This is an optimization exercise on Yosys and OpenROAD, whose aim is small area, not a production implementation. The RTL was checked by simulation tests, not by an equivalence proof against the original design. The flow treats the clock pin as an ideal source, which a real chip does not have. No activity file was given, so power comes from the tool's default toggle rates.

Setup of red:
// top
module top (
    input  wire bb_clk_in,
    input  wire rst_h,
    output wire DATA1,
    output wire DATA2,
    input  wire COM1,
    input  wire COM2
);
Size: roughly 720 cells after synthesis, roughly 120 flip-flops, about 6 I/O pins, ~6900 sq um of cells after synthesis.
Settings: LEC_CHECK=0, CAP_MARGIN=20, CORE_MARGIN=2, CORE_UTILIZATION=30, SLEW_MARGIN=20; clock period 6.0 ns.
standard.sh (not shown) runs the stock make flow with config.mk's settings and CLKGATE_MAP_FILE= SYNTH_SCRIPT=/design/flow/synth_recipe.tcl, a recipe that flattens the netlist after the stock synthesis.
==> flow/flow/run.sh <==
#!/bin/bash
# Standard layout, except: clock tree with small buffers and no dummy loads
# (leaf buffers that drive many flip-flops are then upsized, see
# post_cts.tcl), and the smallest buffer on each port.
export CTS_ARGS="-sink_clustering_enable -repair_clock_nets -dont_use_dummy_load -root_buf sky130_fd_sc_hd__clkbuf_8 -buf_list sky130_fd_sc_hd__clkbuf_4"
export BUFFER_PORTS_ARGS="-buffer_cell sky130_fd_sc_hd__buf_1"
export POST_CTS_TCL="$(pwd)/flow/post_cts.tcl"
bash standard.sh > standard.log 2>&1
==> flow/flow/post_cts.tcl <==
set block [ord::get_db_block]
set n 0
foreach inst [$block getInsts] {
  if {[[$inst getMaster] getName] != "sky130_fd_sc_hd__clkbuf_4"} { continue }
  set net [[$inst findITerm X] getNet]
  if {$net == "NULL"} { continue }
  set fo [expr {[llength [$net getITerms]] - 1}]
  if {$fo > 8} {
    replace_cell [get_cells [$inst getName]] sky130_fd_sc_hd__clkbuf_8
    incr n
  }
}
puts "post_cts: upsized $n clock buffers"
detailed_placement
check_placement -verbose
estimate_parasitics -placement
red was carried through to the last stage, and its layout satisfied the timing, design-rule and antenna checks.
The following lists how blue was set up differently from red:
diff --git a/flow/design.v b/flow/design.v
--- a/flow/design.v
+++ b/flow/design.v
@@ -166,19 +166,19 @@
 always @(posedge clk)
     if (rxs != 2'd2) rcnt <= 5'd0;
     else if (s3) rcnt <= rcnt + 5'd1;
 localparam T_IDLE = 4'd0, T_WAIT = 4'd1, T_RX = 4'd2, T_P1 = 4'd3, T_P2 = 4'd4, T_P3 = 4'd5,
            T_S0 = 4'd6, T_S1 = 4'd7, T_S2 = 4'd8, T_SEND = 4'd9, T_CEND = 4'd10,
            T_F1 = 4'd11, T_F2 = 4'd12, T_F3 = 4'd13;
 reg [3:0]  txs;
-reg [4:0]  tcnt;
 reg        ferr, fdat;
 reg [10:0] M;        
 reg [15:0] pcnt;     
-reg        coding, out, tmo, acc;
+reg        coding, out;
+reg        pt;       
 reg [3:0]  count;
 wire hdr    = (M[10:4] == 7'h7f);
 wire crcreg = (M[10:4] == 7'h7e) && (M[3:1] == 3'b111);
 wire crc_hi = fdat ? (M == 11'h7ee) : (M == 11'h7fe);
 wire is_crc = crcreg || (hdr && M[2] && M[1] && !fdat);
 reg [7:0] tbyte;
 always @* begin
@@ -222,67 +222,73 @@
 wire dbit   = is_crc ? crcbit : tbyte[bi];
 wire last = is_crc && M[0];    
 wire load = s2 && coding && !last && (count == 4'd0);
 reg  sel;
 always @* begin
     case (count)
         4'd0:    sel = 1'b1;
-        4'd1:    sel = tmo;
+        4'd1:    sel = pt;
         4'd2, 4'd3, 4'd4, 4'd5, 4'd6, 4'd7, 4'd8, 4'd9:
                  sel = dbit;
-        default: sel = acc;
+        default: sel = pt;
     endcase
 end
 always @(posedge clk or posedge rst_h)
     if (rst_h)
         txs <= T_IDLE;
     else case (txs)
         T_IDLE: if (s3 && (!r1 || !r2)) txs <= T_WAIT;
         T_WAIT: if (s3) begin
             if (rx_busy) txs <= T_RX;
-            else if (tcnt == 5'd31) txs <= T_IDLE;
+            else if (M[4:0] == 5'd31) txs <= T_IDLE;
         end
         T_RX: if (rx_done) txs <= (cls != 2'd0) ? T_P1 : T_IDLE;
         T_S0, T_S1, T_S2: if (s2) txs <= txs + 4'd1;
         T_SEND: if (s2 && coding && count == 4'd2 && crc_hi) txs <= T_CEND;
         T_CEND: if (s2 && !coding) txs <= T_F1;
         T_F3: txs <= T_IDLE;
         default: txs <= txs + 4'd1;
     endcase
 always @(posedge clk) begin
-    if (txs != T_WAIT) tcnt <= 5'd0;
-    else if (s3) tcnt <= tcnt + 5'd1;
     if (txs == T_RX && rx_done) begin
         ferr <= !rx_ok;
         fdat <= rx_ok && cls[1];
     end
 end
 always @(posedge clk)
     if (txs == T_P3)
         M <= 11'h7f9;
-    else if (load)
+    else if (txs == T_IDLE)
+        M <= 11'd0;
+    else if (load || (txs == T_WAIT && s3))
         M <= M + 11'd1;
 always @(posedge clk or posedge rst_h)
     if (rst_h)
         pcnt <= 16'd0;
     else begin
         if (load && fdat && M == 11'h7fd) pcnt[7:0] <= pcnt[7:0] + 8'd1;
         if (txs == T_F1 && fdat && pcnt[7:0] == 8'd0) pcnt[15:8] <= pcnt[15:8] + 8'd1;
     end
 always @(posedge clk or posedge rst_h)
     if (rst_h) begin
         coding <= 1'b0;
         out    <= 1'b1;
     end else if (s2) begin
         if (txs == T_S2) coding <= 1'b1;
-        else if (tmo && count == 4'd1) coding <= 1'b0;
+        else if (pt && count == 4'd1) coding <= 1'b0;
         out <= coding ? sel : 1'b1;
     end
 always @(posedge clk)
     if (s2) begin
         count <= !coding ? 4'd0 : (count == 4'd10) ? 4'd0 : count + 4'd1;
-        tmo   <= coding && ((count == 4'd10) ? last : tmo);
-        acc   <= (count < 4'd2) ? 1'b1 : acc ^ sel;
+        if (!coding)
+            pt <= 1'b0;
+        else if (count == 4'd10)
+            pt <= last;
+        else if (count == 4'd2)
+            pt <= ~sel;
+        else if (count > 4'd2)
+            pt <= pt ^ sel;
     end
 assign DATA1 = out;
 assign DATA2 = out;
 endmodule
Notes after the runs:
- Sort blue and red by worst setup slack, ascending, and blue comes first.
- blue ended up with pt as its end of the critical path; red ended up with acc.
- Against red, blue comes in 0.42 points lower on sequential fraction of total cell area.
- Compared with red, final instance area in blue decreased by a few percent.
- Compared with red, in blue via count saw a decrease, growth of design area from synthesis to finish held steady, core utilization roughly the same.
- Against red, blue comes in about 1.8% lower on count of standard-cell rows.
- blue against red: post-synthesis cell area went down about 3%; total detailed-routing wirelength went down about 2.7%; final cycle utilization of the critical path went up by 3.5 points; post-synthesis share of cell area spent on and, or, nand and nor gates dropped 0.18 points.
- The portion of total power attributed to combinational logic of blue is lower than that of red.

-- what the ideal ports hide --
The results above use ideal ports. As a check the final layouts listed here were re-extracted and re-timed, cells and wires unchanged. Step 1 assumes that a clkbuf_16 drives the clock port and a buf_2 every other input. Step 2 moves the port delays by t, midway between the first and last clock arrival at a register: inputs arrive t later, outputs are due t later. That takes back most of the time a late clock gives input paths. Three values: ideal, step 1, step 2; two values: the first two.
run | t, ns | slack for setup (ns) | clock arrival spread, ns | worst register clock-pin slew, ns | pins driven straight from the clock port
red | 0.451 | 2.093 / 2.093 / 2.093 | 0.034 / 0.034 | 0.09 / 0.09 | 1
blue | 0.422 | 1.884 / 1.884 / 1.884 | 0.023 / 0.023 | 0.09 / 0.09 | 1
After both steps setup and hold are still met in every run listed.
